This is an optimization exercise on Yosys and OpenROAD, whose aim is small area and a short achievable clock period, not a production implementation. At most, simulation tests tie the RTL to the original design; equivalence was not proved. Power and IR drop assume default switching activity.

// fixedFloatConversion
module fixedFloatConversion(
  input wire clk,
  input wire rst,
  input wire[31:0] targetnumber,
  input wire[4:0] fixpointpos,
  input wire opcode,
  output reg[31:0] result);
Size: about 32 flip-flops.
==> module fixedFloatConversion, before the edit <==
module fixedFloatConversion(
  input wire clk,
  input wire rst,
  input wire[31:0] targetnumber,
  input wire[4:0] fixpointpos,
  input wire opcode,
  output reg[31:0] result);
genvar g;
wire        s  = targetnumber[31];
wire [30:0] t  = targetnumber[30:0];
wire [30:0] mag = s ? (~t + 31'd1) : t;
wire        nz  = |t;
wire [4:0] lz;
lzc32 ulz (.w({mag, 1'b1}), .lz(lz));
wire [9:0] d     = 10'd150 - {5'd0, fixpointpos} - {2'd0, targetnumber[30:23]};
wire       valid = (d[9:5] == 5'd0);
wire [23:0] m = {1'b1, targetnumber[22:0]};
wire [30:0] revm;
generate
  for (g = 0; g < 24; g = g + 1) begin : rv
    assign revm[30-g] = m[g];
  end
endgenerate
assign revm[6:0] = 7'd0;
wire [30:0] x0 = opcode ? revm : mag;
wire [4:0]  sh = opcode ? d[4:0] : lz;
wire [30:0] x1 = sh[4] ? {x0[14:0], 16'd0} : x0;
wire [30:0] x2 = sh[3] ? {x1[22:0], 8'd0} : x1;
wire [30:0] x3 = sh[2] ? {x2[26:0], 4'd0} : x2;
wire [30:0] x4 = sh[1] ? {x3[28:0], 2'd0} : x3;
wire [30:0] y  = sh[0] ? {x4[29:0], 1'd0} : x4;
wire [7:0]  e  = 8'd157 - {3'd0, fixpointpos} - {3'd0, lz};
wire [31:0] fres = nz ? {s, e, y[29:7]} : 32'd0;
wire [23:0] v;
generate
  for (g = 0; g < 24; g = g + 1) begin : rb
    assign v[g] = y[30-g];
  end
endgenerate
wire [31:0] xres = valid ? (s ? -{8'd0, v} : {8'd0, v}) : 32'd0;
always @(posedge clk) begin
  result <= opcode ? xres : fres;
end
endmodule
==> module lzc32, before the edit <==
module lzc32 (
  input  wire [31:0] w,
  output wire [4:0]  lz);
  wire [15:0] z1; wire [15:0] c1;
  wire [7:0]  z2; wire [15:0] c2;
  wire [3:0]  z3; wire [11:0] c3;
  wire [1:0]  z4; wire [7:0]  c4;
  genvar i;
  generate
    for (i = 0; i < 16; i = i + 1) begin : l1
      assign z1[i] = ~(w[2*i+1] | w[2*i]);
      assign c1[i] = ~w[2*i+1];
    end
    for (i = 0; i < 8; i = i + 1) begin : l2
      assign z2[i] = z1[2*i+1] & z1[2*i];
      assign c2[2*i+1:2*i] = z1[2*i+1] ? {1'b1, c1[2*i]} : {1'b0, c1[2*i+1]};
    end
    for (i = 0; i < 4; i = i + 1) begin : l3
      assign z3[i] = z2[2*i+1] & z2[2*i];
      assign c3[3*i+2:3*i] = z2[2*i+1] ? {1'b1, c2[4*i+1:4*i]} : {1'b0, c2[4*i+3:4*i+2]};
    end
    for (i = 0; i < 2; i = i + 1) begin : l4
      assign z4[i] = z3[2*i+1] & z3[2*i];
      assign c4[4*i+3:4*i] = z3[2*i+1] ? {1'b1, c3[6*i+2:6*i]} : {1'b0, c3[6*i+5:6*i+3]};
    end
  endgenerate
  assign lz = z4[1] ? {1'b1, c4[3:0]} : {1'b0, c4[7:4]};
endmodule
clock: 9.0 ns
lec_check: 0
abc_area: 1
cap_margin: 20
core_margin: 2
core_utilization: 40
slew_margin: 20
run.sh (not shown) runs the stock make flow with config.mk's settings and CLKGATE_MAP_FILE= SYNTH_SCRIPT=/design/flow/synth_recipe.tcl, a recipe that flattens the netlist after the stock synthesis.
The baseline went through all stages and came out clean.
==> next run, changes <==
==> flow/design.v (replaced) <==
`timescale 1ns / 1ps
module fixedFloatConversion(
  input wire clk,
  input wire rst,
  input wire[31:0] targetnumber,
  input wire[4:0] fixpointpos,
  input wire opcode,
  output reg[31:0] result);
wire        s  = targetnumber[31];
wire [30:0] t  = targetnumber[30:0];
wire [30:0] mag = s ? (~t + 31'd1) : t;
wire        nz  = |t;
wire [9:0] d     = 10'd150 - {5'd0, fixpointpos} - {2'd0, targetnumber[30:23]};
wire       valid = (d[9:5] == 5'd0);
wire [4:0] amt   = d[4:0];
wire [23:0] m = {1'b1, targetnumber[22:0]};
wire [30:0] revm;
genvar g;
generate
  for (g = 0; g < 24; g = g + 1) begin : rv
    assign revm[30-g] = m[g];
  end
endgenerate
assign revm[6:0] = 7'd0;
wire [30:0] x0 = opcode ? revm : mag;
wire z16 = opcode ? amt[4] : ~|x0[30:15];
wire [30:0] x1 = z16 ? {x0[14:0], 16'd0} : x0;
wire z8  = opcode ? amt[3] : ~|x1[30:23];
wire [30:0] x2 = z8 ? {x1[22:0], 8'd0} : x1;
wire z4  = opcode ? amt[2] : ~|x2[30:27];
wire [30:0] x3 = z4 ? {x2[26:0], 4'd0} : x2;
wire z2  = opcode ? amt[1] : ~|x3[30:29];
wire [30:0] x4 = z2 ? {x3[28:0], 2'd0} : x3;
wire z1  = opcode ? amt[0] : ~x4[30];
wire [30:0] y  = z1 ? {x4[29:0], 1'd0} : x4;
wire [4:0]  lz = {z16, z8, z4, z2, z1};
wire [7:0]  e  = 8'd157 - {3'd0, lz} - {3'd0, fixpointpos};
wire [31:0] fres = nz ? {s, e, y[29:7]} : 32'd0;
wire [23:0] v;
generate
  for (g = 0; g < 24; g = g + 1) begin : rb
    assign v[g] = y[30-g] & valid;
  end
endgenerate
wire [31:0] xres = s ? -{8'd0, v} : {8'd0, v};
always @(posedge clk) begin
  result <= opcode ? xres : fres;
end
endmodule
Effect:
- worst setup slack loses 1.5 ns
- area after synthesis goes down by a few percent
- global-route usage barely changes
- wire length drops by a little under a tenth
- total power went up by a quarter to a third
- cell count came out lower by a few percent
- cell area drops by a few percent
Function not checked in the second run of this note: the RTL went through the layout flow alone.

Setup of run 5:
fixedFloatConversion, a different RTL version from the one above (not shown whole).
Size: ~880 cells after synthesis, ~72 I/O pins, about 4500 um2 of cells after synthesis.
==> module fixedFloatConversion, before the edit <==
module fixedFloatConversion(
  input wire clk,
  input wire rst,
  input wire[31:0] targetnumber,
  input wire[4:0] fixpointpos,
  input wire opcode,
  output reg[31:0] result);
wire        s  = targetnumber[31];
wire [30:0] t  = targetnumber[30:0];
wire        nz = |t;
wire [4:0] lz;
lzc32 ulz (.w({t ^ {31{s}}, 1'b1}), .lz(lz));
wire [8:0] sum   = {4'd0, fixpointpos} + {1'd0, targetnumber[30:23]} + 9'd9;
wire       valid = (sum[8:5] == 4'b0100);
wire [4:0] bsh   = sum[4:0];
wire [54:0] xa = {t, 24'd0};
wire [54:0] xb = {31'd0, 1'b1, t[22:0]};
wire [4:0]  sh = opcode ? bsh : lz;
wire pa1 = ~opcode & lz[4];
wire pa0 = ~opcode & ~lz[4];
wire pb1 = opcode & bsh[4];
wire pb0 = opcode & ~bsh[4];
wire [54:16] x1 = ({39{pa1}} & xa[38:0]) | ({39{pa0}} & xa[54:16])
                | ({39{pb1}} & xb[38:0]) | ({39{pb0}} & xb[54:16]);
wire [54:24] x2 = sh[3] ? x1[46:16] : x1[54:24];
wire [54:28] x3 = sh[2] ? x2[50:24] : x2[54:28];
wire [54:30] x4 = sh[1] ? x3[52:28] : x3[54:30];
wire [54:31] y  = sh[0] ? x4[53:30] : x4[54:31];
wire st = (~sh[2] & |x2[27:24]) | (~sh[1] & |x3[29:28]) | (~sh[0] & x4[30]);
wire        cin = ~opcode & st;
wire [24:0] vp;                  
prefix_or #(.N(25)) pb (.a({y[54:31], cin}), .y(vp));
wire [23:0] low = y[54:31] ^ ({24{s}} & vp[23:0]);
wire        pow2 = s & (&(t[30:1] | ~t[29:0]));
wire [7:0]  e  = 8'd157 - {3'd0, fixpointpos} - {3'd0, lz} + {7'd0, pow2};
wire keep = opcode ? valid : nz;
always @(posedge clk) begin
  result[22:0]  <= keep ? low[22:0] : 23'd0;
  result[30:23] <= keep ? (opcode ? {{7{s & vp[24]}}, low[23]} : e) : 8'd0;
  result[31]    <= keep & s & (~opcode | vp[24]);
end
endmodule
export LEC_CHECK = 0
export ABC_AREA = 1
export CAP_MARGIN = 20
export CORE_MARGIN = 2
export CORE_UTILIZATION = 40
export SETUP_SLACK_MARGIN = 3.6
export SLEW_MARGIN = 20
export TNS_END_PERCENT = 0
create_clock -name core_clock -period 9.0 [get_ports {clk}]
standard.sh (not shown) runs the stock make flow with config.mk's settings and CLKGATE_MAP_FILE= SYNTH_SCRIPT=/design/flow/synth_recipe.tcl, a recipe that flattens the netlist after the stock synthesis.
==> flow/flow/run.sh <==
#!/bin/bash
# Standard layout with three changes:
#  - synthesis maps with the ABC script flow/map.abc (registers untouched:
#    abc runs without -dff, so the standard synthesis's flip-flops remain);
#  - the port buffers are the smallest buffer cell;
#  - no adder cells (ADDER_MAP_FILE empty): abc maps the adders as logic.
set -euo pipefail
W=$(pwd)
export BUFFER_PORTS_ARGS="-buffer_cell sky130_fd_sc_hd__buf_1"
# no half/full adder cells: the adders are left to abc as plain logic
export ADDER_MAP_FILE=""
{
  echo 'proc abc {args} {'
  echo '  set i [lsearch $args -script]'
  echo "  if {\$i >= 0} { lset args [expr {\$i+1}] $W/flow/map.abc }"
  echo '  yosys abc {*}$args'
  echo '}'
  cat "$W/synth_recipe.tcl"
} > "$W/my_synth.tcl"
sed -E "s#'?SYNTH_SCRIPT=[^ ']*'?#SYNTH_SCRIPT=$W/my_synth.tcl#" "$W/standard.sh" > "$W/my_standard.sh"
grep -q "SYNTH_SCRIPT=$W/my_synth.tcl" "$W/my_standard.sh"
bash "$W/my_standard.sh" > "$W/standard.log" 2>&1
==> flow/flow/map.abc <==
strash
dch -f
map -B 0.9
What run 2 does differently from run 5 at the input level:
--- a/flow/design.v
+++ b/flow/design.v
@@ -11,16 +11,18 @@
 wire        nz = |t;
 wire [4:0] lz;
 lzc32 ulz (.w({t ^ {31{s}}, 1'b1}), .lz(lz));
-wire [8:0] sum   = {4'd0, fixpointpos} + {1'd0, targetnumber[30:23]} + 9'd9;
-wire       valid = (sum[8:5] == 4'b0100);
-wire [4:0] bsh   = sum[4:0];
+wire [9:0] d     = 10'd150 - {5'd0, fixpointpos} - {2'd0, targetnumber[30:23]};
+wire       valid = (d[9:5] == 5'd0);
+wire [4:0] bsh   = ~d[4:0];
 wire [54:0] xa = {t, 24'd0};
 wire [54:0] xb = {31'd0, 1'b1, t[22:0]};
 wire [4:0]  sh = opcode ? bsh : lz;
-wire pa1 = ~opcode & lz[4];
-wire pa0 = ~opcode & ~lz[4];
-wire pb1 = opcode & bsh[4];
-wire pb0 = opcode & ~bsh[4];
+wire ka  = ~opcode & nz;        
+wire kb  = opcode & valid;
+wire pa1 = ka & lz[4];
+wire pa0 = ka & ~lz[4];
+wire pb1 = kb & bsh[4];
+wire pb0 = kb & ~bsh[4];
 wire [54:16] x1 = ({39{pa1}} & xa[38:0]) | ({39{pa0}} & xa[54:16])
                 | ({39{pb1}} & xb[38:0]) | ({39{pb0}} & xb[54:16]);
 wire [54:24] x2 = sh[3] ? x1[46:16] : x1[54:24];
@@ -34,11 +36,10 @@
 wire [23:0] low = y[54:31] ^ ({24{s}} & vp[23:0]);
 wire        pow2 = s & (&(t[30:1] | ~t[29:0]));
 wire [7:0]  e  = 8'd157 - {3'd0, fixpointpos} - {3'd0, lz} + {7'd0, pow2};
-wire keep = opcode ? valid : nz;
 always @(posedge clk) begin
-  result[22:0]  <= keep ? low[22:0] : 23'd0;
-  result[30:23] <= keep ? (opcode ? {{7{s & vp[24]}}, low[23]} : e) : 8'd0;
-  result[31]    <= keep & s & (~opcode | vp[24]);
+  result[22:0]  <= low[22:0];
+  result[30:23] <= opcode ? {{7{s & vp[24]}}, low[23]} : (nz ? e : 8'd0);
+  result[31]    <= s & (opcode ? vp[24] : nz);
 end
 endmodule
 module lzc32 (
--- outcome ---
Run 2 against run 5: summed area of non-filler cells in the final layout higher; final routed wirelength across all metal layers moved up; placer congestion estimate increased about 5%; synthesized cell count now smaller.
Compared with run 5, run 2 shows a higher relative slew slack.
Between run 5 and run 2, the flow reports wire length on met3 increasing by more than half.
Compared with run 5, run 2 shows a lower peak clock frequency supported by timing.
[compare] base=run 5 new=run 2: instance count after placement with tap cells included dropped about 5%; share of power burned in combinational logic climbed 0.5 points.
Run 2 reports a higher total area of multi-input combinational cells than run 5 does.
For run 2, only the layout was checked, not whether the RTL still works.

-- port drivers added, routing unchanged --
How much do the figures lean on ideal ports? The routed layouts below were timed once more, with nothing changed but the port constraints.
Step 1, drivers: a clkbuf_16 drives clk and a buf_2 each remaining input, both assumed.
Step 2 moves the port delays by t, midway between the first and last clock arrival at a register: inputs arrive t later, outputs are due t later. That takes back most of the time a late clock gives input paths.
Slacks: no drivers / after step 1 / after step 2; pairs: no drivers / after step 1.
run | shift t [ns] | setup slack, ns | slew at the worst register clock pin (ns) | worst slew at a driven data input, ns | cell pins on the clock port's net
the first run of note 1 | 0.306 | 2.392 / 2.406 / 2.100 | 0.05 / 0.05 | 0.03 | 1
the second run of note 1 | 0.309 | 0.856 / 0.871 / 0.561 | 0.05 / 0.05 | 0.04 | 1
run 5 | 0.334 | 3.934 / 3.950 / 3.616 | 0.06 / 0.06 | 0.03 | 1
run 2 | 0.322 | 3.831 / 3.840 / 3.518 | 0.08 / 0.08 | 0.06 | 1
After both steps every run listed still meets setup and hold. For run 5, which loses most, drivers alone change the setup slack by +0.016 ns; drivers and shift together by -0.318 ns.
